Background: an optimization exercise with open tools, aiming at small area, a short achievable clock period and few clock cycles. Do not read the settings as production practice.
Only simulation tests tie the RTL to the original design; equivalence was not proved.
Power is estimated from default activity; no workload was simulated.

===== run.sh =====
#!/bin/bash
# synth_recipe.tcl (not shown) runs the flow's synth.tcl, then flattens the netlist and writes it again
# the make line also repeats each setting of config.mk as NAME=value (left out here)
make -C /OpenROAD-flow-scripts/flow DESIGN_CONFIG=/design/flow/config.mk WORK_HOME=/design/flow/orfs CLKGATE_MAP_FILE= SYNTH_SCRIPT=/design/flow/synth_recipe.tcl finish

===== config.mk =====
export PLATFORM = sky130hd
export DESIGN_NAME = rv32i_pipe
export DESIGN_NICKNAME = rv32i_pipe
export VERILOG_FILES = /design/flow/design.v
export SDC_FILE = /design/flow/constraint.sdc
export NUM_CORES = 4
export LEC_CHECK = 0
export CAP_MARGIN = 20
export CORE_MARGIN = 2
export CORE_UTILIZATION = 40
export SLEW_MARGIN = 20

===== constraint.sdc =====
create_clock -name core_clock -period 10.0 [get_ports {clk}]
set_input_delay 2.0000 -clock core_clock [delete_from_list [all_inputs] [get_ports {clk}]]
set_output_delay 2.0000 -clock core_clock [all_outputs]
set_load 0.01 [all_outputs]

===== design.v =====
module rv32i_pipe (
    input  logic        clk,
    input  logic        reset,
    output logic [31:0] imem_addr,
    input  logic [31:0] imem_rdata,
    output logic [31:0] dmem_addr,
    output logic [31:0] dmem_wdata,
    output logic [3:0]  dmem_byteen,
    output logic        dmem_we,
    input  logic [31:0] dmem_rdata
);
    localparam logic [6:0] OP_LUI    = 7'b0110111;
    localparam logic [6:0] OP_AUIPC  = 7'b0010111;
    localparam logic [6:0] OP_JAL    = 7'b1101111;
    localparam logic [6:0] OP_JALR   = 7'b1100111;
    localparam logic [6:0] OP_BRANCH = 7'b1100011;
    localparam logic [6:0] OP_LOAD   = 7'b0000011;
    localparam logic [6:0] OP_STORE  = 7'b0100011;
    localparam logic [6:0] OP_IMM    = 7'b0010011;
    localparam logic [6:0] OP_REG    = 7'b0110011;
    logic [31:0] pc_f;
    logic        id_v;
    logic        id_pred;
    logic [31:0] id_inst, id_pc;
    logic [31:0] ex_a, ex_b, ex_alt;
    logic [4:0]  ex_rd;
    logic        ex_wr, ex_load, ex_store, ex_br, ex_jalr, ex_pred;
    logic        ex_sub, ex_sadd, ex_sslt, ex_ssltu, ex_sxor, ex_sor, ex_sand,
                 ex_ssll, ex_ssr, ex_sra, ex_salt;
    logic [2:0]  ex_f3;
    logic        ex_fa_m, ex_fa_w, ex_fb_m, ex_fb_w, ex_fs_m, ex_fs_w;
    logic [31:0] mem_res, mem_wdata;
    logic [3:0]  mem_be;
    logic        mem_we, mem_load, mem_wr;
    logic [2:0]  mem_f3;
    logic [4:0]  mem_rd;
    logic [31:0] wb_val;
    logic [4:0]  wb_rd;
    logic        wb_we;
    logic [31:1][31:0] rf;
    logic        redirect, stall;
    logic [31:0] redirect_pc;
    assign imem_addr = pc_f;
    logic        f_jal, f_bback, f_pred;
    logic [31:0] f_imm, f_target;
    assign f_jal   = imem_rdata[6:0] == OP_JAL;
    assign f_bback = imem_rdata[6:0] == OP_BRANCH && imem_rdata[31];
    assign f_pred  = f_jal | f_bback;
    assign f_imm   = f_jal ? {{12{imem_rdata[31]}}, imem_rdata[19:12], imem_rdata[20], imem_rdata[30:21], 1'b0}
                           : {{20{imem_rdata[31]}}, imem_rdata[7], imem_rdata[30:25], imem_rdata[11:8], 1'b0};
    assign f_target = pc_f + (f_pred ? f_imm : 32'd4);
    always_ff @(posedge clk) begin
        if (reset)
            pc_f <= 32'd0;
        else if (redirect)
            pc_f <= redirect_pc;
        else if (!stall)
            pc_f <= f_target;
    end
    always_ff @(posedge clk) begin
        if (reset || redirect)
            id_v <= 1'b0;
        else if (!stall)
            id_v <= 1'b1;
    end
    always_ff @(posedge clk) begin
        if (!stall) begin
            id_inst <= imem_rdata;
            id_pc   <= pc_f;
            id_pred <= f_bback;
        end
    end
    logic [6:0]  op;
    logic [4:0]  rs1, rs2, rd;
    logic [2:0]  f3;
    logic        d_lui, d_auipc, d_jal, d_jalr, d_br, d_load, d_store, d_imm, d_reg;
    logic        use1, use2, d_wr;
    logic [31:0] imm, pc_imm, pc_4;
    assign op  = id_inst[6:0];
    assign rd  = id_inst[11:7];
    assign f3  = id_inst[14:12];
    assign rs1 = id_inst[19:15];
    assign rs2 = id_inst[24:20];
    assign d_lui   = op == OP_LUI;
    assign d_auipc = op == OP_AUIPC;
    assign d_jal   = op == OP_JAL;
    assign d_jalr  = op == OP_JALR;
    assign d_br    = op == OP_BRANCH;
    assign d_load  = op == OP_LOAD;
    assign d_store = op == OP_STORE;
    assign d_imm   = op == OP_IMM;
    assign d_reg   = op == OP_REG;
    assign use1 = d_jalr | d_br | d_load | d_store | d_imm | d_reg;
    assign use2 = d_br | d_store | d_reg;
    assign d_wr = (d_lui | d_auipc | d_jal | d_jalr | d_load | d_imm | d_reg) && rd != 5'd0;
    always_comb begin
        if (d_store)
            imm = {{20{id_inst[31]}}, id_inst[31:25], id_inst[11:7]};
        else if (d_br)
            imm = {{20{id_inst[31]}}, id_inst[7], id_inst[30:25], id_inst[11:8], 1'b0};
        else if (d_lui | d_auipc)
            imm = {id_inst[31:12], 12'b0};
        else
            imm = {{20{id_inst[31]}}, id_inst[31:20]};
    end
    assign pc_imm = id_pc + imm;
    assign pc_4   = id_pc + 32'd4;
    logic [31:0] rv1, rv2, r1, r2;
    always_comb begin
        rv1 = 32'd0;
        rv2 = 32'd0;
        for (int i = 1; i < 32; i++) begin
            rv1 = rv1 | ({32{rs1 == 5'(i)}} & rf[i]);
            rv2 = rv2 | ({32{rs2 == 5'(i)}} & rf[i]);
        end
    end
    assign r1 = (wb_we && wb_rd == rs1) ? wb_val : rv1;
    assign r2 = (wb_we && wb_rd == rs2) ? wb_val : rv2;
    assign stall = id_v && ex_load &&
                   ((use1 && rs1 == ex_rd) || (use2 && rs2 == ex_rd));
    logic go;
    assign go = id_v && !stall && !redirect;
    logic f1m, f1w, f2m, f2w;
    assign f1m = ex_wr && ex_rd == rs1;
    assign f1w = mem_wr && mem_rd == rs1;
    assign f2m = ex_wr && ex_rd == rs2;
    assign f2w = mem_wr && mem_rd == rs2;
    always_ff @(posedge clk) begin
        if (reset || !go) begin
            ex_wr    <= 1'b0;
            ex_load  <= 1'b0;
            ex_store <= 1'b0;
            ex_br    <= 1'b0;
            ex_jalr  <= 1'b0;
        end else begin
            ex_wr    <= d_wr;
            ex_load  <= d_load;
            ex_store <= d_store;
            ex_br    <= d_br;
            ex_jalr  <= d_jalr;
        end
    end
    always_ff @(posedge clk) begin
        ex_a    <= r1;
        ex_b    <= (d_br | d_reg) ? r2 : imm;
        ex_alt  <= d_store ? r2 :
                   d_lui ? imm :
                   (d_auipc | (d_br & ~id_pred)) ? pc_imm : pc_4;
        ex_rd   <= rd;
        ex_pred <= id_pred;
        ex_f3   <= f3;
        ex_fa_m <= use1 && f1m;
        ex_fa_w <= use1 && !f1m && f1w;
        ex_fb_m <= (d_br | d_reg) && f2m;
        ex_fb_w <= (d_br | d_reg) && !f2m && f2w;
        ex_fs_m <= d_store && f2m;
        ex_fs_w <= d_store && !f2m && f2w;
        ex_sub   <= d_br | (d_reg & (f3 == 3'd0) & id_inst[30]) |
                    ((d_reg | d_imm) & (f3 == 3'd2 || f3 == 3'd3));
        ex_sadd  <= ~((d_reg | d_imm) & (f3 != 3'd0));
        ex_sslt  <= (d_reg | d_imm) & (f3 == 3'd2);
        ex_ssltu <= (d_reg | d_imm) & (f3 == 3'd3);
        ex_sxor  <= (d_reg | d_imm) & (f3 == 3'd4);
        ex_sor   <= (d_reg | d_imm) & (f3 == 3'd6);
        ex_sand  <= (d_reg | d_imm) & (f3 == 3'd7);
        ex_ssll  <= (d_reg | d_imm) & (f3 == 3'd1);
        ex_ssr   <= (d_reg | d_imm) & (f3 == 3'd5);
        ex_sra   <= id_inst[30];
        ex_salt  <= d_lui | d_auipc | d_jal | d_jalr;
    end
    logic [31:0] a, b, sd;
    assign a  = ex_fa_m ? mem_res : ex_fa_w ? wb_val : ex_a;
    assign b  = ex_fb_m ? mem_res : ex_fb_w ? wb_val : ex_b;
    assign sd = ex_fs_m ? mem_res : ex_fs_w ? wb_val : ex_alt;
    logic [32:0] sum;
    logic        lt_u, lt_s, eq, taken;
    assign sum  = {1'b0, a} + {1'b0, b ^ {32{ex_sub}}} + {32'd0, ex_sub};
    assign lt_u = ~sum[32];
    assign lt_s = (a[31] ^ b[31]) ? a[31] : sum[31];
    assign eq   = a == b;
    logic [31:0] sh_in, sh_out, sh_res;
    logic [32:0] sh_tmp;
    always_comb begin
        for (int i = 0; i < 32; i++) sh_in[i] = ex_ssll ? a[31 - i] : a[i];
        sh_tmp = $signed({ex_ssr & ex_sra & a[31], sh_in}) >>> b[4:0];
        sh_out = sh_tmp[31:0];
        for (int i = 0; i < 32; i++) sh_res[i] = ex_ssll ? sh_out[31 - i] : sh_out[i];
    end
    logic [31:0] res;
    assign res = ({32{ex_sadd}}  & sum[31:0]) |
                 ({32{ex_sslt}}  & {31'd0, lt_s}) |
                 ({32{ex_ssltu}} & {31'd0, lt_u}) |
                 ({32{ex_sxor}}  & (a ^ b)) |
                 ({32{ex_sor}}   & (a | b)) |
                 ({32{ex_sand}}  & (a & b)) |
                 ({32{ex_ssll | ex_ssr}} & sh_res);
    always_comb begin
        case (ex_f3)
            3'd0, 3'd1: taken = eq;
            3'd4, 3'd5: taken = lt_s;
            default:    taken = lt_u;
        endcase
        taken = taken ^ ex_f3[0];
    end
    assign redirect    = (ex_br && (taken != ex_pred)) || ex_jalr;
    assign redirect_pc = ex_jalr ? {sum[31:1], 1'b0} : ex_alt;
    logic [3:0] be;
    always_comb begin
        case (ex_f3[1:0])
            2'd0:    be = 4'b0001 << sum[1:0];
            2'd1:    be = sum[1] ? 4'b1100 : 4'b0011;
            default: be = 4'b1111;
        endcase
    end
    always_ff @(posedge clk) begin
        if (reset) begin
            mem_we   <= 1'b0;
            mem_wr   <= 1'b0;
            mem_load <= 1'b0;
        end else begin
            mem_we   <= ex_store;
            mem_wr   <= ex_wr;
            mem_load <= ex_load;
        end
    end
    always_ff @(posedge clk) begin
        mem_res   <= ex_salt ? ex_alt : res;
        mem_wdata <= (ex_f3[1:0] == 2'd0) ? {4{sd[7:0]}} :
                     (ex_f3[1:0] == 2'd1) ? {2{sd[15:0]}} : sd;
        mem_be    <= be;
        mem_f3    <= ex_f3;
        mem_rd    <= ex_rd;
    end
    assign dmem_addr   = mem_res;
    assign dmem_wdata  = mem_wdata;
    assign dmem_byteen = mem_be;
    assign dmem_we     = mem_we;
    logic [31:0] ld_sh, ld_val;
    assign ld_sh = dmem_rdata >> {mem_res[1:0], 3'b000};
    always_comb begin
        case (mem_f3[1:0])
            2'd0:    ld_val = {{24{~mem_f3[2] & ld_sh[7]}}, ld_sh[7:0]};
            2'd1:    ld_val = {{16{~mem_f3[2] & ld_sh[15]}}, ld_sh[15:0]};
            default: ld_val = ld_sh;
        endcase
    end
    always_ff @(posedge clk) begin
        if (reset)
            wb_we <= 1'b0;
        else
            wb_we <= mem_wr;
    end
    always_ff @(posedge clk) begin
        wb_val <= mem_load ? ld_val : mem_res;
        wb_rd  <= mem_rd;
    end
    always_ff @(posedge clk) begin
        for (int i = 1; i < 32; i++)
            if (wb_we && wb_rd == 5'(i))
                rf[i] <= wb_val;
    end
endmodule

==> flow_summary.ini, run 1 <==
[sta]
fin_tns_setup_ns = 0
min_period_over_period = 0.643
post-route-min-period_ns = 6.43
worst_pin_slew_ns = 1.32
finalHoldViolCount = 0
setup_viol = 0
maxSlewViolCount = 0
max_freq_ghz = 0.155
slew_headroom = 0.116
rsz0062_at_grt = no
layout_setup_ws_ns = 3.57
hold_ws_ns = 0.392
skew_ns = 0.0866

[power]
ir_drop_mv = 0.203
power.density_mw_per_mm2 = 205
leakage_nw = 25.9

[layout]
layout_commonest_cell = edfxtp_1
drive_above_1_share = 0.115
nFillCells = 14577
synthToLayoutAreaGrowth_pct = 15.3
multi_input_area_mm2 = 0.0270
final_cell_mix = edfxtp_1 (1057), a22oi_1 (429), a21oi_1 (333)
nets = 5893
regArea_mm2 = 0.0373

[die]
initial_core_util = 0.403
die_area_mm2 = 0.167
die_h_um = 409
rows = 148
coreArea_mm2 = 0.163
ioPinCount = 167
fp.dieW_um = 409

[logic_synthesis]
ys_types = 95
synthMuxAreaShare = 0.0478
seq_area_frac_synth = 0.569
yosys.area_share.simple = 0.0891
synthAdderAreaFrac = 0.0309
ys_ff_latch = 1334
synthesis.area_mm2 = 0.0655
synth-async-reset-ratio = 0
postSynthAreaPerCell_um2 = 11.8
synth_top_family_by_area = compound AO/OA/AOI/OAI gates
postSynthCellCount = 5548
synth_xor_area_frac = 0.0222
synth_nets = 5774
synth_compound_area_frac = 0.210
synth_edf_count = 1057
synth_flop_cell = edfxtp_1
ys_warn_count = 1

[clock_network]
clk_pin_slew_ns = 0.06
max-clock-path-buffers = 3
cts_made_buffers = 144
htree_levels = 4
tritoncts = yes
post-cts-setup-buffer-count = 0
cts_hold_buf = 0
clockRootBuffer = clkbuf_16
cts_resized = 0
clock_latency_ns = 0.86
numClockSinks = 1334

[setup_path]
ff2ff_setup_slack_ns = 3.57
cp-end-kind = flip-flop
reg2regPathDepth = 16
reg2reg_from = ex_fa_m
crit_fanout = 44
worstSetupPathType = reg -> reg
arrival_ns = 7.11
regToRegEndpoint = pc_f[13]
crit_required_ns = 10.67
cp-start-kind = flip-flop

[detailed_routing]
first_iter_violations = 13712
ant_nets = 0
viasPerCell = 7.33
vias = 58518
post_drt_wl_per_cell_um = 40.9
wirelength_um = 326000
drc = 0
dr.pass1.iters = 21

[place]
place.gp.congestion = 1.02
pre_cts_ws_ns = 3.02
hpwl_um = 194000
io_buffers = 166

[flow_run]
drv_cap = 0

[global_route]
grt_use_total = 0.375
antenna_found_initial = 38
grt_pass1_wl_um = 437000
grt_overflow_total = 0
grt_max_degree = 65
grt_pass1_vias = 54271

[worst_hold_path]
hold_path_class = reg -> reg
hold_path_depth = 0
holdPathEnd = mem_rd[2]
hp-start = ex_rd[2]

[run_status]
status = finished clean
cells by family after synthesis:
family,Yosys count
simple gates,1233
buf+inv,524
xor+xnor,166
fa+ha+maj,160
mux,266
flops,1334
compound gates,1865
critical path, stage by stage (launching register included):
cell	delay (ns)
dfxtp_2	0.31
buf_4	0.39
clkinv_1	0.64
mux2i_1	0.74
inv_1	0.15
ha_1	0.36
o21a_1	0.20
o31a_1	0.13
o41a_1	0.38
o21ai_1	0.40
o21ai_1	0.21
a41o_1	0.34
and2_1	0.26
a221o_1	0.65
nor4_4	0.73
nor2_1	0.10
a32o_1	0.23
final cells by class:
cell class	count	area share
antenna	24	0.000795
clock buffer	189	0.0523
clock inverter	76	0.0118
inverter	134	0.00667
multi-input combinational	3690	0.357
sequential	1334	0.494
tap	2175	0.0360
timing repair buffer	363	0.0415
worst max path at each step:
stage | from | to | slack (ns) | cells past startpoint
after CTS | ex_fa_m | pc_f[13] | 3.73 | 16
final | ex_fa_m | pc_f[13] | 3.57 | 16
after global routing | ex_fa_m | pc_f[13] | 3.25 | 16
after global placement | imem_rdata[5] | pc_f[30] | 3.04 | 18
after detailed placement | imem_rdata[5] | pc_f[30] | 3.02 | 18
after floorplan | imem_rdata[6] | pc_f[30] | 4.27 | 17
where the power goes:
part | internal, mW | total [mW] | leakage, nW | switching (mW)
clock network | 3.15 | 5.55 | 2.35 | 2.39
registers | 6.72 | 7.25 | 12.0 | 0.536
logic | 0.774 | 2.67 | 11.6 | 1.90
total | 10.6 | 15.5 | 25.9 | 4.83
metrics by stage:
step	area [um^2]	utilization	std cells	power, mW
6_report	75600	0.464	7985	15.5
5_1_grt	75500	0.464	7963	15.7
4_1_cts	75500	0.464	7961	15.2
3_5_place_dp	70600	0.434	7696	9.82
3_3_place_gp	70600	0.434	7696	9.80
2_1_floorplan	65500	-	5548	8.28
flip-flops by register name (all words and copies together) (netlist names), 3 cells and up:
signal	cells
ex_a	32
ex_alt	32
ex_b	32
ex_f3	3
ex_rd	5
id_inst	32
id_pc	32
mem_be	4
mem_f3	3
mem_rd	5
mem_res	32
mem_wdata	32
pc_f	32
rf	992
wb_rd	5
wb_val	32
metal layers:
layer  wire (um)  vias up  track usage
met3       59000     1674        0.184
met2      127000     6283        0.509
li1            -    22424            -
met5         449        -      0.00259
met4       28400       43        0.254
met1      111000    28094        0.467
cells in the mapped netlist (21+ instances only):
cell type	n	area, um^2
a22o_1	256	2240
o211ai_1	34	255
a221oi_1	263	2300
a21oi_1	334	1670
nand3_1	112	561
a222oi_1	66	661
buf_1	59	221
o21a_1	30	225
nand4_1	156	976
dfxtp_1	277	5550
nand2_1	282	1060
inv_1	130	488
nor4_1	21	131
and2_1	23	144
ha_1	157	1960
mux2_2	53	597
o21ai_0	177	886
nand2b_1	22	138
clkbuf_1	314	1180
a21o_1	63	473
xor2_1	54	473
mux4_2	31	698
nor3_1	106	531
a22oi_1	429	3220
edfxtp_1	1057	31700
mux2i_1	179	1790
nor2_1	404	1520
nor2b_1	29	181
xnor2_1	112	981
a211oi_1	51	383
Testbench counts, summed over its fixed seeds: cycles 60,711.
==> run 2, diff against run 1 <==
--- a/design.v
+++ b/design.v
@@ -41,11 +41,11 @@
     logic        redirect, stall;
     logic [31:0] redirect_pc;
     assign imem_addr = pc_f;
-    logic        f_jal, f_bback, f_pred;
+    logic        f_jal, f_btaken, f_pred;
     logic [31:0] f_imm, f_target;
     assign f_jal   = imem_rdata[6:0] == OP_JAL;
-    assign f_bback = imem_rdata[6:0] == OP_BRANCH && imem_rdata[31];
-    assign f_pred  = f_jal | f_bback;
+    assign f_btaken = imem_rdata[6:0] == OP_BRANCH && (imem_rdata[31] || imem_rdata[14:12] == 3'b001);
+    assign f_pred  = f_jal | f_btaken;
     assign f_imm   = f_jal ? {{12{imem_rdata[31]}}, imem_rdata[19:12], imem_rdata[20], imem_rdata[30:21], 1'b0}
                            : {{20{imem_rdata[31]}}, imem_rdata[7], imem_rdata[30:25], imem_rdata[11:8], 1'b0};
     assign f_target = pc_f + (f_pred ? f_imm : 32'd4);
@@ -67,7 +67,7 @@
         if (!stall) begin
             id_inst <= imem_rdata;
             id_pc   <= pc_f;
-            id_pred <= f_bback;
+            id_pred <= f_btaken;
         end
     end
     logic [6:0]  op;
--- a/config.mk
+++ b/config.mk
@@ -7,5 +7,6 @@
 export LEC_CHECK = 0
 export CAP_MARGIN = 20
 export CORE_MARGIN = 2
-export CORE_UTILIZATION = 40
+export CORE_UTILIZATION = 55
+export SETUP_SLACK_MARGIN = 5
 export SLEW_MARGIN = 20
==> flow_summary.ini, run 2 <==
[run_status]
status = finished clean

[power]
internal_power_mw = 10.6
power_switching_mw = 4.65
combPwrFrac = 0.181
switching_share = 0.305
pwr-share-clk = 0.354
leakage_nw = 26.3
power.density_mw_per_mm2 = 202
ir_drop_mv = 0.177
seqPwrFrac = 0.465

[logic_synthesis]
synthesis.area_mm2 = 0.0654
synth_nets = 5732
synth_flop_cell = edfxtp_1
ys_top_cells_by_area = edfxtp_1 (49%), dfxtp_1 (8.5%), a22oi_1 (4.8%), a221oi_1 (3.7%), a22o_1 (3.4%)
ys_ff_latch = 1334
synth_top_area_frac = 0.485
ys_warn_count = 1
postSynthCellCount = 5506
synthTopCellsByCount = edfxtp_1 (1057), a22oi_1 (420), nor2_1 (393), a21oi_1 (321), clkbuf_1 (318)
synth_top_area_cell = edfxtp_1
postSynthAreaPerCell_um2 = 11.9
synth-async-reset-ratio = 0
ys_types = 91
yosysMostFrequentCell = edfxtp_1
synth_edf_count = 1057
seq_area_frac_synth = 0.570

[clock_network]
htree_levels = 4
max-clock-path-buffers = 3
clock_latency_ns = 0.83
numClockSinks = 1334
tritoncts = yes
cts_made_buffers = 143
clk_pin_slew_ns = 0.06
clockRootBuffer = clkbuf_16

[layout]
nets = 5891
synthToLayoutAreaGrowth_pct = 15.7
nFillCells = 9167
top_register = rf
final_cell_mix = edfxtp_1 (1057), a22oi_1 (419), a21oi_1 (301)
drive_above_1_share = 0.140
layout_commonest_cell = edfxtp_1
largest_reg_flops = 992
fin_area_mm2 = 0.0757

[detailed_routing]
viasPerCell = 7.94
post_drt_wl_per_cell_um = 43.8
dr.pass1.iters = 11
vias = 58136
highest_layer = met5
dr_wl_met2_um = 129000
drt-met1-wl_um = 103000
wirelength_um = 321000
wl_met3_um = 52800
first_iter_violations = 12587
ant_nets = 0
drc = 0

[setup_path]
cp-start-kind = primary input
reg2reg_from = ex_fa_w
ff2ff_setup_slack_ns = 5.09
path_cells = buf_6, nor2b_4, nand4_1, buf_6, nor4_4, buf_6, a22o_1, ha_2, fa_2, a211oi_2, o21ai_2, a31oi_4, o31ai_4, o31a_1, a221o_1, a211o_1, a21oi_2, xnor2_1, a211oi_1, o22ai_1
cp-end-kind = flip-flop
reg2regPathDepth = 16
crit_top_cell = buf_6
crit_required_ns = 10.69
crit_start = imem_rdata[6]
regToRegEndpoint = pc_f[31]
crit_fanout = 6
max_stage_delay_ns = 0.39
endpoint = pc_f[31]
arrival_ns = 5.66
cp_slowest_cell = fa_2
worstSetupPathType = in -> reg

[die]
rows = 126
coreArea_mm2 = 0.118
ioPinCount = 167
fp.dieW_um = 349
die_h_um = 349
die_area_mm2 = 0.122
initial_core_util = 0.555

[global_route]
antenna_found_initial = 21
grt_pass1_wl_um = 429000
grt_max_degree = 66
grt_pass1_vias = 54203
grt_use_total = 0.512
grt_overflow_total = 0

[worst_hold_path]
hold_path_class = reg -> reg
hp-start = mem_rd[4]

[flow_run]
drv_cap = 0

[sta]
setup_viol = 0
max_freq_ghz = 0.201
fin_tns_setup_ns = 0
finalHoldViolCount = 0
min_period_over_period = 0.497
slew_headroom = 0.148
hold_ws_ns = 0.394
post-route-min-period_ns = 4.97
rsz0062_at_grt = yes
maxSlewViolCount = 0
skew_ns = 0.0434
worst_pin_slew_ns = 1.28

[place]
hpwl_um = 194000
place.gp.congestion = 1.01
placed_area_mm2 = 0.0698
io_buffers = 166
run 2: cells by family (layout without fill, tap and decap cells):
logic type,count (synthesis),after routing,share of synthesized area
adders and majority gates,160,160,0.0310
muxes,281,281,0.0504
xor gates and xnor gates,172,172,0.0230
DFF,1334,1334,0.570
AOI/OAI and AO/OA,1816,1817,0.206
buffers and inverters,526,799,0.0310
other,0,7,0
and+or+nand+nor,1217,1219,0.0882
run 2: worst min-delay path by stage:
stage	end	cells after the start
2_1_floorplan	ex_rd[1]	0
3_3_place_gp	mem_rd[0]	0
3_5_place_dp	mem_rd[4]	0
4_1_cts	wb_rd[4]	0
5_1_grt	wb_rd[0]	0
6_report	wb_rd[4]	0
run 2: power by group through the flow:
stage / Combinational (mW) / Sequential (mW) / Clock, mW
finish: 2.76 / 7.09 / 5.40
global route: 2.79 / 7.07 / 5.57
CTS: 2.56 / 7.05 / 5.35
floorplan: 0.991 / 7.28 / 0
detailed placement: 2.52 / 7.14 / 0
global placement: 2.51 / 7.15 / 0
run 2: area by class of cell:
cell class | count | area, um^2 | area share
Inverter | 139 | 549 | 0.00726
Antenna cell | 7 | 17.5 | 0.000232
Sequential cell | 1334 | 37300 | 0.493
Timing Repair Buffer | 398 | 3530 | 0.0466
Tap cell | 1536 | 1920 | 0.0254
Clock buffer | 181 | 3820 | 0.0505
Multi-Input combinational cell | 3649 | 27600 | 0.365
Clock inverter | 81 | 907 | 0.0120
run 2: what timing repair did:
| item | in CTS | in global routing |
|---|---|---|
| hold buffers | 0 | 0 |
| pin swaps | 28 | 28 |
| gates cloned | 3 | 2 |
| setup buffers | 11 | 25 |
| setup endpoints to repair | 58 | 49 |
| gates resized for setup | 119 | 59 |
run 2: per-layer routing:
| metal | up-vias | GRT usage |
|---|---|---|
| li1 | 22342 | - |
| met5 | - | 0.0156 |
| met3 | 2011 | 0.213 |
| met4 | 25 | 0.431 |
| met2 | 6284 | 0.729 |
| met1 | 27474 | 0.599 |
run 2: stage by stage:
stage / total power [mW] / cells / worst slack, ns / util
CTS: 15.0 / 7289 / 5.00 / 0.637
finish: 15.2 / 7325 / 5.03 / 0.642
global route: 15.4 / 7318 / 4.91 / 0.641
global placement: 9.66 / 7012 / 3.34 / 0.592
floorplan: 8.27 / 5506 / 4.49 / -
detailed placement: 9.67 / 7013 / 3.37 / 0.592
run 2: worst max-delay path, delay by kind of cell:
kind                       cells  cell delay, ns
AOI/OAI and AO/OA             11            2.37
adders and majority gates      2            0.58
buffers and inverters          3            0.37
and+or+nand+nor                3            0.27
xor gates and xnor gates       1            0.08
Testbench counts of run 2, summed over its fixed seeds: cycles 59,499.
==> run 3, diff against run 2 <==
--- a/design.v
+++ b/design.v
@@ -24,7 +24,7 @@
     logic [31:0] id_inst, id_pc;
     logic [31:0] ex_a, ex_b, ex_alt;
     logic [4:0]  ex_rd;
-    logic        ex_wr, ex_load, ex_store, ex_br, ex_jalr, ex_pred;
+    logic        ex_wr, ex_load, ex_store, ex_br, ex_jalr, ex_pred, ex_kill;
     logic        ex_sub, ex_sadd, ex_sslt, ex_ssltu, ex_sxor, ex_sor, ex_sand,
                  ex_ssll, ex_ssr, ex_sra, ex_salt;
     logic [2:0]  ex_f3;
@@ -41,21 +41,22 @@
     logic        redirect, stall;
     logic [31:0] redirect_pc;
     assign imem_addr = pc_f;
-    logic        f_jal, f_btaken, f_pred;
-    logic [31:0] f_imm, f_target;
-    assign f_jal   = imem_rdata[6:0] == OP_JAL;
+    logic        f_jal, f_btaken;
+    logic [31:0] f_imm, f_target, pc_4f, f_next;
+    assign f_jal    = imem_rdata[6:0] == OP_JAL;
     assign f_btaken = imem_rdata[6:0] == OP_BRANCH && (imem_rdata[31] || imem_rdata[14:12] == 3'b001);
-    assign f_pred  = f_jal | f_btaken;
-    assign f_imm   = f_jal ? {{12{imem_rdata[31]}}, imem_rdata[19:12], imem_rdata[20], imem_rdata[30:21], 1'b0}
-                           : {{20{imem_rdata[31]}}, imem_rdata[7], imem_rdata[30:25], imem_rdata[11:8], 1'b0};
-    assign f_target = pc_f + (f_pred ? f_imm : 32'd4);
+    assign f_imm    = f_jal ? {{12{imem_rdata[31]}}, imem_rdata[19:12], imem_rdata[20], imem_rdata[30:21], 1'b0}
+                            : {{20{imem_rdata[31]}}, imem_rdata[7], imem_rdata[30:25], imem_rdata[11:8], 1'b0};
+    assign f_target = pc_f + f_imm;
+    assign pc_4f    = pc_f + 32'd4;
+    assign f_next   = (f_jal | f_btaken) ? f_target : pc_4f;
     always_ff @(posedge clk) begin
         if (reset)
             pc_f <= 32'd0;
         else if (redirect)
             pc_f <= redirect_pc;
         else if (!stall)
-            pc_f <= f_target;
+            pc_f <= f_next;
     end
     always_ff @(posedge clk) begin
         if (reset || redirect)
@@ -75,7 +76,7 @@
     logic [2:0]  f3;
     logic        d_lui, d_auipc, d_jal, d_jalr, d_br, d_load, d_store, d_imm, d_reg;
     logic        use1, use2, d_wr;
-    logic [31:0] imm, pc_imm, pc_4;
+    logic [31:0] imm, pc_sum;
     assign op  = id_inst[6:0];
     assign rd  = id_inst[11:7];
     assign f3  = id_inst[14:12];
@@ -103,8 +104,7 @@
         else
             imm = {{20{id_inst[31]}}, id_inst[31:20]};
     end
-    assign pc_imm = id_pc + imm;
-    assign pc_4   = id_pc + 32'd4;
+    assign pc_sum = id_pc + ((d_auipc | (d_br & ~id_pred)) ? imm : 32'd4);
     logic [31:0] rv1, rv2, r1, r2;
     always_comb begin
         rv1 = 32'd0;
@@ -119,7 +119,7 @@
     assign stall = id_v && ex_load &&
                    ((use1 && rs1 == ex_rd) || (use2 && rs2 == ex_rd));
     logic go;
-    assign go = id_v && !stall && !redirect;
+    assign go = id_v && !stall;
     logic f1m, f1w, f2m, f2w;
     assign f1m = ex_wr && ex_rd == rs1;
     assign f1w = mem_wr && mem_rd == rs1;
@@ -141,11 +141,15 @@
         end
     end
     always_ff @(posedge clk) begin
+        if (reset)
+            ex_kill <= 1'b0;
+        else
+            ex_kill <= redirect;
+    end
+    always_ff @(posedge clk) begin
         ex_a    <= r1;
         ex_b    <= (d_br | d_reg) ? r2 : imm;
-        ex_alt  <= d_store ? r2 :
-                   d_lui ? imm :
-                   (d_auipc | (d_br & ~id_pred)) ? pc_imm : pc_4;
+        ex_alt  <= d_store ? r2 : d_lui ? imm : pc_sum;
         ex_rd   <= rd;
         ex_pred <= id_pred;
         ex_f3   <= f3;
@@ -202,7 +206,7 @@
         endcase
         taken = taken ^ ex_f3[0];
     end
-    assign redirect    = (ex_br && (taken != ex_pred)) || ex_jalr;
+    assign redirect    = ((ex_br && (taken != ex_pred)) || ex_jalr) && !ex_kill;
     assign redirect_pc = ex_jalr ? {sum[31:1], 1'b0} : ex_alt;
     logic [3:0] be;
     always_comb begin
@@ -218,8 +222,8 @@
             mem_wr   <= 1'b0;
             mem_load <= 1'b0;
         end else begin
-            mem_we   <= ex_store;
-            mem_wr   <= ex_wr;
+            mem_we   <= ex_store && !ex_kill;
+            mem_wr   <= ex_wr && !ex_kill;
             mem_load <= ex_load;
         end
     end
==> flow_summary.ini, run 3 <==
[run_status]
status = finished clean

[power]
seqPwrFrac = 0.464
power_switching_mw = 4.60
switching_share = 0.306
leakage_nw = 26.1
pwr-share-clk = 0.352
internal_power_mw = 10.4
combPwrFrac = 0.184
power.density_mw_per_mm2 = 199
ir_drop_mv = 0.221

[detailed_routing]
wirelength_um = 322000
ant_nets = 0
post_drt_wl_per_cell_um = 43.4
viasPerCell = 8.03
first_iter_violations = 15399
vias = 59530
dr.pass1.iters = 11
drc = 0

[logic_synthesis]
synth_nets = 5834
ys_types = 92
postSynthCellCount = 5608
ys_warn_count = 1
postSynthAreaPerCell_um2 = 11.7
seq_area_frac_synth = 0.569
synth_edf_count = 1057
synthTopCellsByCount = edfxtp_1 (1057), a22oi_1 (457), nor2_1 (436), a21oi_1 (355), nand2_1 (314)
synth_top_area_frac = 0.484
yosysMostFrequentCell = edfxtp_1
ys_ff_latch = 1335
synth_flop_cell = edfxtp_1
synthesis.area_mm2 = 0.0656
synth-async-reset-ratio = 0
synth_top_area_cell = edfxtp_1
ys_top_cells_by_area = edfxtp_1 (48%), dfxtp_1 (8.5%), a22oi_1 (5.2%), a221oi_1 (3.5%), a22o_1 (3.3%)

[setup_path]
arrival_ns = 5.56
crit_fanout = 10
crit_required_ns = 10.64
cp_top_family = simple AND/OR/NAND/NOR gates
path_cells = nand3b_1, or3_4, and2_1, a21oi_1, nor2_1, ha_1, a211o_1, or3_1, or2_2, a31o_2, a21oi_1, xor2_1, nand2_1, o21ai_0, a21oi_1
crit_buf_inv = 0
max_stage_delay_ns = 0.52
cp-start-kind = flip-flop
ff2ff_setup_slack_ns = 5.07
worstSetupPathType = reg -> reg
cp-end-kind = flip-flop
cp_slowest_cell = or3_4
crit_top_cell = a21oi_1

[die]
fp.dieW_um = 349
initial_core_util = 0.555
rows = 126
ioPinCount = 167
die_h_um = 349
coreArea_mm2 = 0.118
die_area_mm2 = 0.122

[layout]
layout_commonest_cell = edfxtp_1
drive_above_1_share = 0.127
largest_reg_flops = 992
nets = 5984
fin_area_mm2 = 0.0755
final_cell_mix = edfxtp_1 (1057), a22oi_1 (455), a21oi_1 (343)
top_register = rf
finalNonFillerCells = 7416
synthToLayoutAreaGrowth_pct = 15.1
nFillCells = 9157

[clock_network]
htree_levels = 4
max-clock-path-buffers = 3
cts_made_buffers = 140
clock_latency_ns = 0.82
cts_hold_buf = 0
numClockSinks = 1335
tritoncts = yes
clockRootBuffer = clkbuf_16
clk_pin_slew_ns = 0.07

[global_route]
grt_pass1_wl_um = 432000
grt_overflow_total = 0
grt_use_total = 0.513
grt_pass1_vias = 54445
antenna_found_initial = 18
grt_max_degree = 68

[flow_run]
drv_cap = 0

[sta]
rsz0062_at_grt = yes
max_freq_ghz = 0.203
post-route-min-period_ns = 4.93
finalHoldViolCount = 0
worst_pin_slew_ns = 1.29
maxSlewViolCount = 0
slew_headroom = 0.137
setup_viol = 0
skew_ns = 0.0500
min_period_over_period = 0.493
fin_tns_setup_ns = 0

[place]
place.gp.congestion = 1.08
hpwl_um = 191000
io_buffers = 166
post-place-cells = 7102
placed_area_mm2 = 0.0699

[worst_hold_path]
hold_path_class = reg -> reg
## run 3: power groups by stage
stage          Clock [mW]  Combinational (mW)  Sequential, mW
2_1_floorplan           0               0.992            7.25
3_3_place_gp            0                2.52            7.07
3_5_place_dp            0                2.54            7.06
4_1_cts              5.25                2.56            6.95
5_1_grt              5.46                2.81            6.97
6_report             5.30                2.77            6.98
## run 3: worst paths after layout
| kind | startpoint | end | cells after the start |
|---|---|---|---|
| hold / removal | ex_rd[1] | mem_rd[1] | 0 |
| setup / recovery | id_inst[3] | ex_alt[16] | 15 |
| hold reg to reg | ex_rd[1] | mem_rd[1] | 0 |
| setup reg to reg | id_inst[3] | ex_alt[16] | 15 |
## run 3: cells by family (layout without fill, tap and decap cells)
logic type	count (synthesis)	in the layout	share of synthesized area
simple gates	1294	1295	0.0920
flops	1335	1335	0.569
other cells	1	11	0.0000572
buf+inv	523	784	0.0306
compound gates	1877	1877	0.209
fa+ha+maj	160	160	0.0309
mux	287	287	0.0511
xor+xnor	131	131	0.0175
## run 3: layer usage
metal	vias to the layer above	wire [um]	global-route usage
li1	22666	-	-
met1	28296	111000	0.674
met2	6830	121000	0.667
met3	1706	62800	0.266
met4	32	25700	0.305
met5	-	306	0
## run 3: what timing repair did
item | CTS | global route
hold endpoints to repair | 0 | 0
resized for setup | 49 | 81
setup buffers | 23 | 23
setup endpoints to repair | 52 | 40
gates cloned | 0 | 4
pin swaps | 19 | 25
## run 3: through the flow
step	hold WS [ns]	worst slack, ns	utilization	power, mW
global placement	0.384	3.62	0.591	9.59
CTS	0.390	5.01	0.634	14.8
global route	0.399	4.96	0.638	15.2
detailed placement	0.385	3.58	0.591	9.61
floorplan	0.329	4.83	-	8.24
finish	0.392	5.07	0.639	15.0
## run 3: final cells by class
type                            instances  area, um^2  area share
Sequential cell                      1335       37300       0.494
Multi-Input combinational cell       3751       27600       0.366
Clock buffer                          174        3740      0.0496
Timing Repair Buffer                  399        3560      0.0472
Tap cell                             1536        1920      0.0254
Clock inverter                         80         830      0.0110
Inverter                              131         492     0.00651
Antenna cell                           10        25.0    0.000331
## run 3: worst reg2reg max path: cells and delay by family (launching register included)
kind,cells,cell delay (ns)
xor+xnor,1,0.16
simple gates,7,2.01
compound gates,6,1.81
fa+ha+maj,1,0.37
flops,1,0.43
Testbench counts of run 3, summed over its fixed seeds: cycles 59,499.
==> run 4, diff against run 3 <==
==> flow/run.sh (new file) <==
#!/bin/bash
set -euo pipefail
bash standard.sh SETUP_SLACK_MARGIN=5.5 finish > standard.log 2>&1
==> standard.sh (new file) <==
#!/bin/bash
# synth_recipe.tcl (not shown) runs the flow's synth.tcl, then flattens the netlist and writes it again
# the make line also repeats each setting of config.mk as NAME=value (left out here)
make -C /OpenROAD-flow-scripts/flow DESIGN_CONFIG=/design/flow/config.mk WORK_HOME=/design/flow/orfs CLKGATE_MAP_FILE= SYNTH_SCRIPT=/design/flow/synth_recipe.tcl "${@:-finish}"
removed: run.sh
==> flow_summary.ini, run 4 <==
[run_status]
status = finished clean

[clock_network]
cts_hold_buf = 0
numClockSinks = 1335
max-clock-path-buffers = 3
clock_latency_ns = 0.82
cts_made_buffers = 140
htree_levels = 4
tritoncts = yes
clk_pin_slew_ns = 0.06
clockRootBuffer = clkbuf_16

[sta]
rsz0062_at_grt = yes
slew_headroom = 0.0709
post-route-min-period_ns = 4.78
worst_pin_slew_ns = 1.38
skew_ns = 0.0391
finalHoldViolCount = 0
maxSlewViolCount = 0
setup_viol = 0
min_period_over_period = 0.478
hold_ws_ns = 0.393
fin_tns_setup_ns = 0
max_freq_ghz = 0.209

[detailed_routing]
post_drt_wl_per_cell_um = 43.6
first_iter_violations = 14906
wirelength_um = 327000
drc = 0
viasPerCell = 8.04
dr.pass1.iters = 17
ant_nets = 0
vias = 60312

[setup_path]
crit_fanout = 3
reg2reg_from = id_inst[22]
path_cells = buf_6, nor2b_1, nand4_1, nor2_4, buf_6, buf_6, mux2_4, ha_4, fa_2, a21o_1, nand4_1, a21oi_4, o2111ai_2, a21boi_2, buf_4, o2111ai_4, a21boi_4, o41ai_4, nand2_1, o2111ai_2, o221ai_1
cp-start-kind = primary input
crit_required_ns = 10.66
max_stage_delay_ns = 0.34
cp-end-kind = flip-flop
regToRegEndpoint = ex_b[15]
worstSetupPathType = in -> reg
crit_buf_inv = 4
cp_slowest_cell = fa_2
crit_top_cell = buf_6
reg2regPathDepth = 11
cp_top_family = compound AO/OA/AOI/OAI gates
arrival_ns = 5.44
ff2ff_setup_slack_ns = 5.33

[global_route]
grt_overflow_total = 0
grt_pass1_vias = 54978
grt_use_total = 0.521
grt_max_degree = 69
antenna_found_initial = 15
grt_pass1_wl_um = 438000

[logic_synthesis]
synthesis.area_mm2 = 0.0656
synth_top_area_cell = edfxtp_1
synth_edf_count = 1057
synthTopCellsByCount = edfxtp_1 (1057), a22oi_1 (457), nor2_1 (436), a21oi_1 (355), nand2_1 (314)
synth-async-reset-ratio = 0
synth_nets = 5834
synth_flop_cell = edfxtp_1
synth_top_area_frac = 0.484
postSynthCellCount = 5608
postSynthAreaPerCell_um2 = 11.7
seq_area_frac_synth = 0.569
ys_ff_latch = 1335
ys_top_cells_by_area = edfxtp_1 (48%), dfxtp_1 (8.5%), a22oi_1 (5.2%), a221oi_1 (3.5%), a22o_1 (3.3%)
ys_warn_count = 1
yosysMostFrequentCell = edfxtp_1
ys_types = 92

[layout]
largest_reg_flops = 992
nets = 6077
multi_input_area_mm2 = 0.0282
final_cell_mix = edfxtp_1 (1057), a22oi_1 (455), nor2_1 (337)
fin_area_mm2 = 0.0772
nFillCells = 9110
final_util = 0.653
drive_above_1_share = 0.157
layout_commonest_cell = edfxtp_1
top_register = rf
synthToLayoutAreaGrowth_pct = 17.8
regArea_mm2 = 0.0373

[place]
io_buffers = 166
placed_area_mm2 = 0.0701
place.gp.congestion = 1.06
hpwl_um = 196000

[power]
seqPwrFrac = 0.457
leakage_nw = 26.8
power_switching_mw = 4.64
power.density_mw_per_mm2 = 198
switching_share = 0.304
ir_drop_mv = 0.213
pwr-share-clk = 0.354
combPwrFrac = 0.189
internal_power_mw = 10.6

[flow_run]
drv_cap = 0

[worst_hold_path]
holdPathEnd = wb_rd[3]
hold_path_class = reg -> reg
hp-start = mem_rd[3]
hold_path_depth = 0

[die]
die_area_mm2 = 0.122
ioPinCount = 167
fp.dieW_um = 349
die_h_um = 349
coreArea_mm2 = 0.118
initial_core_util = 0.555
rows = 126
run 4: metal layers:
| layer | GRT usage | routed length (um) |
|---|---|---|
| met4 | 0.301 | 26300 |
| met2 | 0.680 | 123000 |
| met3 | 0.254 | 64900 |
| met5 | 0 | 279 |
| met1 | 0.697 | 113000 |
run 4: cell families after synthesis:
| family | count (synthesis) | share of synthesized area |
|---|---|---|
| buffers and inverters | 523 | 0.0306 |
| and+or+nand+nor | 1294 | 0.0920 |
| AOI/OAI and AO/OA | 1877 | 0.209 |
| DFF | 1335 | 0.569 |
| muxes | 287 | 0.0511 |
| adders and majority gates | 160 | 0.0309 |
| xor gates and xnor gates | 131 | 0.0175 |
| other | 1 | 0.0000572 |
run 4: what timing repair did:
action,4_1_cts,5_1_grt
cloned,8,3
pin swaps,60,62
resized for setup,160,114
setup buffers,69,47
setup endpoints to repair,65,59
run 4: power by group through the flow:
stage,combinational (mW),sequential [mW],clock [mW]
2_1_floorplan,0.994,7.25,0
3_3_place_gp,2.47,7.11,0
3_5_place_dp,2.49,7.11,0
4_1_cts,2.65,6.96,5.36
5_1_grt,2.92,6.98,5.57
6_report,2.89,6.99,5.40
run 4: how the worst max path moves through the flow:
stage	startpoint	end	slack (ns)	cells past startpoint
after CTS	imem_rdata[4]	pc_f[30]	5.30	19
after floorplan	imem_rdata[6]	pc_f[28]	4.83	18
after detailed placement	imem_rdata[6]	pc_f[28]	3.67	18
after global routing	imem_rdata[4]	pc_f[29]	5.10	21
final	imem_rdata[4]	pc_f[29]	5.22	21
after global placement	imem_rdata[6]	pc_f[30]	3.62	18
run 4: cell type report:
cell class	instances	share of cell area
antenna	3	0.0000972
clock inverter	75	0.0108
sequential	1335	0.483
inverter	131	0.00637
clock buffer	179	0.0497
timing repair buffer	492	0.0594
tap	1536	0.0249
multi-input combinational	3751	0.365
run 4: per-stage QoR:
step	setup slack, ns	total power [mW]	cells
detailed placement	3.67	9.60	7118
CTS	5.30	15.0	7449
global route	5.10	15.5	7499
global placement	3.62	9.57	7117
finish	5.22	15.3	7502
floorplan	4.83	8.24	5608
==> run 5, diff against run 4 <==
--- a/design.v
+++ b/design.v
@@ -28,7 +28,6 @@
     logic        ex_sub, ex_sadd, ex_sslt, ex_ssltu, ex_sxor, ex_sor, ex_sand,
                  ex_ssll, ex_ssr, ex_sra, ex_salt;
     logic [2:0]  ex_f3;
-    logic        ex_fa_m, ex_fa_w, ex_fb_m, ex_fb_w, ex_fs_m, ex_fs_w;
     logic [31:0] mem_res, mem_wdata;
     logic [3:0]  mem_be;
     logic        mem_we, mem_load, mem_wr;
@@ -42,14 +41,13 @@
     logic [31:0] redirect_pc;
     assign imem_addr = pc_f;
     logic        f_jal, f_btaken;
-    logic [31:0] f_imm, f_target, pc_4f, f_next;
-    assign f_jal    = imem_rdata[6:0] == OP_JAL;
-    assign f_btaken = imem_rdata[6:0] == OP_BRANCH && (imem_rdata[31] || imem_rdata[14:12] == 3'b001);
-    assign f_imm    = f_jal ? {{12{imem_rdata[31]}}, imem_rdata[19:12], imem_rdata[20], imem_rdata[30:21], 1'b0}
-                            : {{20{imem_rdata[31]}}, imem_rdata[7], imem_rdata[30:25], imem_rdata[11:8], 1'b0};
-    assign f_target = pc_f + f_imm;
-    assign pc_4f    = pc_f + 32'd4;
-    assign f_next   = (f_jal | f_btaken) ? f_target : pc_4f;
+    logic [31:0] f_jtarget, f_btarget, pc_4f, f_next;
+    assign f_jal     = imem_rdata[6:0] == OP_JAL;
+    assign f_btaken  = imem_rdata[6:0] == OP_BRANCH && (imem_rdata[31] || imem_rdata[14:12] == 3'b001);
+    assign f_jtarget = pc_f + {{12{imem_rdata[31]}}, imem_rdata[19:12], imem_rdata[20], imem_rdata[30:21], 1'b0};
+    assign f_btarget = pc_f + {{20{imem_rdata[31]}}, imem_rdata[7], imem_rdata[30:25], imem_rdata[11:8], 1'b0};
+    assign pc_4f     = pc_f + 32'd4;
+    assign f_next    = f_jal ? f_jtarget : f_btaken ? f_btarget : pc_4f;
     always_ff @(posedge clk) begin
         if (reset)
             pc_f <= 32'd0;
@@ -120,11 +118,14 @@
                    ((use1 && rs1 == ex_rd) || (use2 && rs2 == ex_rd));
     logic go;
     assign go = id_v && !stall;
-    logic f1m, f1w, f2m, f2w;
+    logic        f1m, f1w, f2m, f2w;
+    logic [31:0] ex_out, m_out, r1f, r2f;
     assign f1m = ex_wr && ex_rd == rs1;
     assign f1w = mem_wr && mem_rd == rs1;
     assign f2m = ex_wr && ex_rd == rs2;
     assign f2w = mem_wr && mem_rd == rs2;
+    assign r1f = f1m ? ex_out : f1w ? m_out : r1;
+    assign r2f = f2m ? ex_out : f2w ? m_out : r2;
     always_ff @(posedge clk) begin
         if (reset || !go) begin
             ex_wr    <= 1'b0;
@@ -147,18 +148,12 @@
             ex_kill <= redirect;
     end
     always_ff @(posedge clk) begin
-        ex_a    <= r1;
-        ex_b    <= (d_br | d_reg) ? r2 : imm;
-        ex_alt  <= d_store ? r2 : d_lui ? imm : pc_sum;
+        ex_a    <= r1f;
+        ex_b    <= (d_br | d_reg) ? r2f : imm;
+        ex_alt  <= d_store ? r2f : d_lui ? imm : pc_sum;
         ex_rd   <= rd;
         ex_pred <= id_pred;
         ex_f3   <= f3;
-        ex_fa_m <= use1 && f1m;
-        ex_fa_w <= use1 && !f1m && f1w;
-        ex_fb_m <= (d_br | d_reg) && f2m;
-        ex_fb_w <= (d_br | d_reg) && !f2m && f2w;
-        ex_fs_m <= d_store && f2m;
-        ex_fs_w <= d_store && !f2m && f2w;
         ex_sub   <= d_br | (d_reg & (f3 == 3'd0) & id_inst[30]) |
                     ((d_reg | d_imm) & (f3 == 3'd2 || f3 == 3'd3));
         ex_sadd  <= ~((d_reg | d_imm) & (f3 != 3'd0));
@@ -173,9 +168,9 @@
         ex_salt  <= d_lui | d_auipc | d_jal | d_jalr;
     end
     logic [31:0] a, b, sd;
-    assign a  = ex_fa_m ? mem_res : ex_fa_w ? wb_val : ex_a;
-    assign b  = ex_fb_m ? mem_res : ex_fb_w ? wb_val : ex_b;
-    assign sd = ex_fs_m ? mem_res : ex_fs_w ? wb_val : ex_alt;
+    assign a  = ex_a;
+    assign b  = ex_b;
+    assign sd = ex_alt;
     logic [32:0] sum;
     logic        lt_u, lt_s, eq, taken;
     assign sum  = {1'b0, a} + {1'b0, b ^ {32{ex_sub}}} + {32'd0, ex_sub};
@@ -216,6 +211,7 @@
             default: be = 4'b1111;
         endcase
     end
+    assign ex_out = ex_salt ? ex_alt : res;
     always_ff @(posedge clk) begin
         if (reset) begin
             mem_we   <= 1'b0;
@@ -228,7 +224,7 @@
         end
     end
     always_ff @(posedge clk) begin
-        mem_res   <= ex_salt ? ex_alt : res;
+        mem_res   <= ex_out;
         mem_wdata <= (ex_f3[1:0] == 2'd0) ? {4{sd[7:0]}} :
                      (ex_f3[1:0] == 2'd1) ? {2{sd[15:0]}} : sd;
         mem_be    <= be;
@@ -248,6 +244,7 @@
             default: ld_val = ld_sh;
         endcase
     end
+    assign m_out = mem_load ? ld_val : mem_res;
     always_ff @(posedge clk) begin
         if (reset)
             wb_we <= 1'b0;
@@ -255,7 +252,7 @@
             wb_we <= mem_wr;
     end
     always_ff @(posedge clk) begin
-        wb_val <= mem_load ? ld_val : mem_res;
+        wb_val <= m_out;
         wb_rd  <= mem_rd;
     end
     always_ff @(posedge clk) begin
==> flow/run.sh (replaced) <==
#!/bin/bash
set -euo pipefail
bash standard.sh SETUP_SLACK_MARGIN=6 finish > standard.log 2>&1
--- a/config.mk
+++ b/config.mk
@@ -8,5 +8,7 @@
 export CAP_MARGIN = 20
 export CORE_MARGIN = 2
 export CORE_UTILIZATION = 55
+export CTS_CLUSTER_DIAMETER = 100
+export CTS_CLUSTER_SIZE = 20
 export SETUP_SLACK_MARGIN = 5
 export SLEW_MARGIN = 20
==> flow_summary.ini, run 5 <==
[power]
seqPwrFrac = 0.547
combPwrFrac = 0.189
power.density_mw_per_mm2 = 174
power_switching_mw = 4.35
pwr-share-clk = 0.264
leakage_nw = 27.0
switching_share = 0.324
internal_power_mw = 9.08
ir_drop_mv = 0.172

[setup_path]
cp-start-kind = flip-flop
ff2ff_setup_slack_ns = 5.70
reg2reg_from = ex_a[8]
cp_slowest_cell = dfxtp_1
max_stage_delay_ns = 0.71
reg2regPathDepth = 14
worstSetupPathType = reg -> reg
arrival_ns = 4.93
cp-end-kind = flip-flop
path_cells = ha_1, a211o_1, a2111o_1, nor3_4, buf_6, nor3_4, or3_1, o21a_1, o211ai_1, a211oi_4, buf_6, buf_12, a311oi_4, a311oi_1
crit_required_ns = 10.63
crit_fanout = 7
regToRegEndpoint = pc_f[27]

[die]
die_area_mm2 = 0.124
rows = 127
ioPinCount = 167
initial_core_util = 0.556
fp.dieW_um = 353
die_h_um = 353
coreArea_mm2 = 0.120

[global_route]
grt_overflow_total = 0
grt_use_total = 0.523
grt_max_degree = 65
grt_pass1_vias = 57109
grt_pass1_wl_um = 454000
met1_usage = 0.691
antenna_found_initial = 16
use_met2 = 0.685
grt_use_met3 = 0.239
top_usage_layer = met1

[logic_synthesis]
ys_types = 87
synth-async-reset-ratio = 0
synthTopCellsByCount = edfxtp_1 (1057), a22oi_1 (889), nand2_1 (454), nor2_1 (430), clkbuf_1 (358)
synth_top_area_cell = edfxtp_1
ys_ff_latch = 1329
synth_nets = 6210
synthesis.area_mm2 = 0.0668
postSynthAreaPerCell_um2 = 11.2
synth_flop_cell = edfxtp_1
ys_warn_count = 1
ys_top_cells_by_area = edfxtp_1 (47%), a22oi_1 (10%), dfxtp_1 (8.1%), ha_1 (3.2%), nand2_1 (2.5%)
yosysMostFrequentCell = edfxtp_1
synth_edf_count = 1057
synth_top_area_frac = 0.475
seq_area_frac_synth = 0.556
postSynthCellCount = 5970

[worst_hold_path]
hp-start = ex_rd[0]
holdPathEnd = mem_rd[0]
hold_path_depth = 0
hold_path_class = reg -> reg

[clock_network]
cts_hold_buf = 0
max-clock-path-buffers = 3
clockRootBuffer = clkbuf_16
cts_made_buffers = 79
tritoncts = yes
htree_levels = 3
clk_pin_slew_ns = 0.09
clock_latency_ns = 0.78
numClockSinks = 1329

[place]
hpwl_um = 197000
io_buffers = 166
place.gp.congestion = 1.06
placed_area_mm2 = 0.0711

[detailed_routing]
viasPerCell = 8.00
post_drt_wl_per_cell_um = 43.2
wirelength_um = 339000
drc = 0
ant_nets = 0
dr.pass1.iters = 13
first_iter_violations = 16111
vias = 62625

[layout]
final_util = 0.643
nets = 6381
drive_above_1_share = 0.162
synthToLayoutAreaGrowth_pct = 15.7
fin_area_mm2 = 0.0773
largest_reg_flops = 992
top_register = rf
layout_commonest_cell = edfxtp_1
final_cell_mix = edfxtp_1 (1057), a22oi_1 (887), nand2_1 (449)
nFillCells = 9498

[run_status]
status = finished clean

[sta]
max_freq_ghz = 0.233
maxSlewViolCount = 0
rsz0062_at_grt = yes
finalHoldViolCount = 0
min_period_over_period = 0.430
setup_viol = 0
post-route-min-period_ns = 4.30
skew_ns = 0.0613
fin_tns_setup_ns = 0
worst_pin_slew_ns = 1.25
slew_headroom = 0.162

[flow_run]
drv_cap = 0
[run 5: logic make-up after synthesis]
group	Yosys count	share of synthesized area
compound gates	1988	0.210
simple gates	1566	0.110
flops	1329	0.556
buf+inv	551	0.0316
mux	199	0.0381
fa+ha+maj	174	0.0330
xor+xnor	162	0.0212
other cells	1	0.0000561
[run 5: area by class of cell]
type,count,area (um^2),area share
repair buffers,491,4680,0.0605
well taps,1612,2020,0.0261
clock buffers,129,2160,0.0280
multi-input cells,4095,30400,0.393
diodes,13,32.5,0.000421
clock inverters,16,259,0.00335
inverters,144,549,0.00710
repair inverters,1,5.00,0.0000647
flip-flops and latches,1329,37200,0.481
[run 5: repair_timing]
action | CTS | global route
resized for setup | 258 | 285
pin swaps | 68 | 104
endpoints found under the setup margin | 182 | 129
gates cloned | 10 | 7
setup buffers | 88 | 58
[run 5: worst max-delay path, delay by kind of cell (launching register included)]
kind,cells,cell delay [ns]
flops,1,0.71
fa+ha+maj,1,0.35
simple gates,3,0.62
compound gates,7,2.04
buf+inv,3,0.46
[run 5: worst max-delay path by stage]
stage                   startpoint            end  slack, ns  depth (start not counted)
floorplan            imem_rdata[8]       pc_f[29]       5.76                         13
global placement    dmem_rdata[31]       ex_b[26]       4.49                         10
detailed placement   imem_rdata[9]       pc_f[22]       4.46                         12
CTS                       pc_f[11]  imem_addr[11]       5.94                          1
global route                ex_sub       pc_f[27]       5.73                         16
finish                     ex_a[8]       pc_f[27]       5.70                         14
[run 5: per-layer routing]
layer,up-vias,part of all wire
li1,23817,-
met1,29803,0.34
met2,7167,0.38
met3,1816,0.20
met4,22,0.091
met5,-,0.00067
[run 5: power by group through the flow]
stage,Sequential [mW],Clock (mW),Combinational (mW)
2_1_floorplan,7.15,0,1.05
3_3_place_gp,7.41,0,2.15
3_5_place_dp,7.41,0,2.15
4_1_cts,7.28,3.49,2.27
5_1_grt,7.36,3.69,2.56
6_report,7.35,3.54,2.54
[run 5: per-stage QoR]
| stage | total power, mW | hold WS [ns] | setup WS, ns | std cells |
|---|---|---|---|---|
| finish | 13.4 | 0.397 | 5.70 | 7830 |
| global placement | 9.56 | 0.386 | 4.49 | 7506 |
| floorplan | 8.21 | 0.329 | 5.76 | 5970 |
| global route | 13.6 | 0.413 | 5.73 | 7819 |
| CTS | 13.0 | 0.396 | 5.94 | 7751 |
| detailed placement | 9.57 | 0.382 | 4.46 | 7508 |
Testbench counts of run 5, summed over its fixed seeds: cycles 59,499.
==> run 6, diff against run 5 <==
--- a/design.v
+++ b/design.v
@@ -33,9 +33,6 @@
     logic        mem_we, mem_load, mem_wr;
     logic [2:0]  mem_f3;
     logic [4:0]  mem_rd;
-    logic [31:0] wb_val;
-    logic [4:0]  wb_rd;
-    logic        wb_we;
     logic [31:1][31:0] rf;
     logic        redirect, stall;
     logic [31:0] redirect_pc;
@@ -103,17 +100,15 @@
             imm = {{20{id_inst[31]}}, id_inst[31:20]};
     end
     assign pc_sum = id_pc + ((d_auipc | (d_br & ~id_pred)) ? imm : 32'd4);
-    logic [31:0] rv1, rv2, r1, r2;
-    always_comb begin
-        rv1 = 32'd0;
-        rv2 = 32'd0;
+    logic [31:0] r1, r2;
+    always_comb begin
+        r1 = 32'd0;
+        r2 = 32'd0;
         for (int i = 1; i < 32; i++) begin
-            rv1 = rv1 | ({32{rs1 == 5'(i)}} & rf[i]);
-            rv2 = rv2 | ({32{rs2 == 5'(i)}} & rf[i]);
-        end
-    end
-    assign r1 = (wb_we && wb_rd == rs1) ? wb_val : rv1;
-    assign r2 = (wb_we && wb_rd == rs2) ? wb_val : rv2;
+            r1 = r1 | ({32{rs1 == 5'(i)}} & rf[i]);
+            r2 = r2 | ({32{rs2 == 5'(i)}} & rf[i]);
+        end
+    end
     assign stall = id_v && ex_load &&
                    ((use1 && rs1 == ex_rd) || (use2 && rs2 == ex_rd));
     logic go;
@@ -246,18 +241,8 @@
     end
     assign m_out = mem_load ? ld_val : mem_res;
     always_ff @(posedge clk) begin
-        if (reset)
-            wb_we <= 1'b0;
-        else
-            wb_we <= mem_wr;
-    end
-    always_ff @(posedge clk) begin
-        wb_val <= m_out;
-        wb_rd  <= mem_rd;
-    end
-    always_ff @(posedge clk) begin
         for (int i = 1; i < 32; i++)
-            if (wb_we && wb_rd == 5'(i))
-                rf[i] <= wb_val;
+            if (mem_wr && mem_rd == 5'(i))
+                rf[i] <= m_out;
     end
 endmodule
==> flow_summary.ini, run 6 <==
[detailed_routing]
post_drt_wl_per_cell_um = 45.3
drc = 0
viasPerCell = 8.27
first_iter_violations = 15742
vias = 61726
ant_nets = 0
wirelength_um = 338000
dr.pass1.iters = 15

[logic_synthesis]
seq_area_frac_synth = 0.558
synth-async-reset-ratio = 0
ys_ff_latch = 1291
postSynthAreaPerCell_um2 = 11.6
postSynthCellCount = 5647
yosysMostFrequentCell = edfxtp_1
synth_edf_count = 1057
synthTopCellsByCount = edfxtp_1 (1057), a22oi_1 (703), nand2_1 (369), nor2_1 (364), clkbuf_1 (321)
synth_top_area_cell = edfxtp_1
ys_warn_count = 1
synth_flop_cell = edfxtp_1
ys_top_cells_by_area = edfxtp_1 (49%), a22oi_1 (8.1%), dfxtp_1 (7.2%), ha_1 (3.3%), nand2_1 (2.1%)
ys_types = 91
synth_nets = 5887
synth_top_area_frac = 0.487
synthesis.area_mm2 = 0.0652

[layout]
top_register = rf
drive_above_1_share = 0.184
final_util = 0.650
synthToLayoutAreaGrowth_pct = 17.3
nets = 6114
final_cell_mix = edfxtp_1 (1057), a22oi_1 (701), nand2_1 (362)
layout_commonest_cell = edfxtp_1
largest_reg_flops = 992

[setup_path]
reg2regPathDepth = 17
regToRegEndpoint = pc_f[17]
crit_fanout = 8
crit_required_ns = 10.64
crit_start = ex_sub
cp-end-kind = flip-flop
reg2reg_from = ex_sub
worstSetupPathType = reg -> reg
ff2ff_setup_slack_ns = 5.75
arrival_ns = 4.89
cp-start-kind = flip-flop

[sta]
finalHoldViolCount = 0
rsz0062_at_grt = yes
min_period_over_period = 0.425
hold_ws_ns = 0.406
skew_ns = 0.0576
max_freq_ghz = 0.235
setup_viol = 0
worst_pin_slew_ns = 1.23
fin_tns_setup_ns = 0
slew_headroom = 0.178
post-route-min-period_ns = 4.25
maxSlewViolCount = 0

[die]
coreArea_mm2 = 0.118
fp.dieW_um = 348
die_area_mm2 = 0.121
rows = 126
die_h_um = 348
initial_core_util = 0.554
ioPinCount = 167

[clock_network]
clk_pin_slew_ns = 0.10
htree_levels = 3
cts_made_buffers = 77
clockRootBuffer = clkbuf_16
max-clock-path-buffers = 3
clock_latency_ns = 0.77
tritoncts = yes
numClockSinks = 1291

[power]
ir_drop_mv = 0.191
power.density_mw_per_mm2 = 173
leakage_nw = 26.7

[global_route]
grt_pass1_wl_um = 451000
grt_overflow_total = 0
grt_max_degree = 68
grt_pass1_vias = 55902
grt_use_total = 0.538
antenna_found_initial = 21

[place]
hpwl_um = 198000
io_buffers = 166
place.gp.congestion = 1.06

[worst_hold_path]
hold_path_class = reg -> reg
hold_path_depth = 0
holdPathEnd = mem_rd[4]
hp-start = ex_rd[4]

[run_status]
status = finished clean

[flow_run]
drv_cap = 0
[run 6: cell count changes after synthesis, moves of 37 or more]
cell      change
clkbuf_1     -37
nor3_1       -65
a22oi_1     -186
a21oi_1      -41
nand2_1      -85
a22o_1       +84
a221oi_1     +99
dfxtp_1      -38
nor2_1       -66
[run 6: cells by family after synthesis]
| logic type | Yosys count | synth area share |
|---|---|---|
| other | 1 | 0.0000575 |
| XOR/XNOR | 151 | 0.0203 |
| AND/OR/NAND/NOR | 1338 | 0.0972 |
| flip-flops | 1291 | 0.558 |
| adder cells (fa/ha/maj) | 174 | 0.0338 |
| multiplexers | 185 | 0.0401 |
| AO/OA/AOI/OAI | 1965 | 0.218 |
| buffers and inverters | 542 | 0.0320 |
[run 6: worst max-delay path by stage]
| stage | end | cells after the start |
|---|---|---|
| finish | pc_f[17] | 17 |
| global route | pc_f[31] | 17 |
| CTS | dmem_addr[21] | 1 |
| detailed placement | pc_f[23] | 13 |
| global placement | pc_f[23] | 13 |
| floorplan | pc_f[19] | 12 |
[run 6: metal layers]
| metal | track usage | part of all wire | vias up |
|---|---|---|---|
| met5 | 0.00360 | 0.00095 | - |
| met1 | 0.704 | 0.33 | 29332 |
| met3 | 0.262 | 0.20 | 1959 |
| met2 | 0.702 | 0.38 | 7412 |
| met4 | 0.351 | 0.092 | 30 |
| li1 | - | - | 22993 |
[run 6: cell type report]
class / count / area [um^2]
Inverter: 146 / 592
Fill cell: 9020 / 41200
Multi-Input combinational cell: 3826 / 30100
Timing Repair inverter: 1 / 5.00
Timing Repair Buffer: 531 / 5050
Clock buffer: 110 / 2050
Tap cell: 1536 / 1920
Sequential cell: 1291 / 36500
Clock inverter: 15 / 256
Antenna cell: 8 / 20.0
[run 6: where the power goes]
| part | leakage (nW) | switching [mW] | internal, mW |
|---|---|---|---|
| combinational | 14.0 | 2.12 | 0.969 |
| clock | 1.10 | 1.92 | 1.50 |
| sequential | 11.6 | 0.310 | 6.44 |
[run 6: through the flow]
step | worst slack [ns] | cell area, um^2 | power, mW | std cells
floorplan | 5.63 | 65600 | 7.99 | 5647
global placement | 3.92 | 69700 | 9.35 | 7132
detailed placement | 3.95 | 69700 | 9.37 | 7132
CTS | 5.85 | 75000 | 12.9 | 7388
global route | 5.69 | 76500 | 13.4 | 7457
finish | 5.75 | 76500 | 13.3 | 7464
[run 6: worst max-delay path: stages (launching register included)]
cell      delay, ns
dfxtp_4        0.42
buf_12         0.17
xor2_1         0.17
ha_1           0.36
o21ai_4        0.08
or3_4          0.39
o32ai_4        0.29
a211oi_4       0.13
or4_1          0.43
o211ai_1       0.12
buf_4          0.19
o311ai_4       0.12
o31ai_4        0.52
buf_6          0.22
buf_12         0.11
buf_16         0.13
nor2_4         0.04
o21a_1         0.21
[run 6: what timing repair did]
item / 4_1_cts / 5_1_grt
pin swaps: 130 / 99
buffers inserted: 110 / 60
cloned: 21 / 7
endpoints found under the setup margin: 535 / 110
resized for setup: 410 / 204
hold buffers: 0 / 0
Testbench counts of run 6, summed over its fixed seeds: cycles 59,499.

-- static timing again, ports no longer ideal --
How much do the figures lean on ideal ports? The routed layouts below were timed once more, with nothing changed but the port constraints. Step 1, drivers: a clkbuf_16 drives clk and a buf_2 each remaining input, both assumed. Step 2 times the ports against the registers' clock, not the clock port: input delays grow and output delays shrink by t, the midpoint of the rising clock arrivals with the driver on. Slacks: no drivers / after step 1 / after step 2; pairs: no drivers / after step 1.
run	t, ns	slack for setup (ns)	worst setup path at the end	cell pins on the clock port's net
run 1	0.901	3.567 / 3.567 / 2.960	input to register	1
run 2	0.890	5.028 / 5.080 / 4.190	input to register	1
run 3	0.875	5.073 / 5.073 / 4.338	input to register	1
run 4	0.881	5.224 / 5.266 / 4.385	input to register	1
run 5	0.827	5.700 / 5.700 / 5.194	input to register	1
run 6	0.829	5.747 / 5.747 / 5.066	input to register	1
After both steps setup and hold are still met in every run listed. For run 4, which loses most, drivers alone change the setup slack by +0.042 ns; drivers and shift together by -0.839 ns.
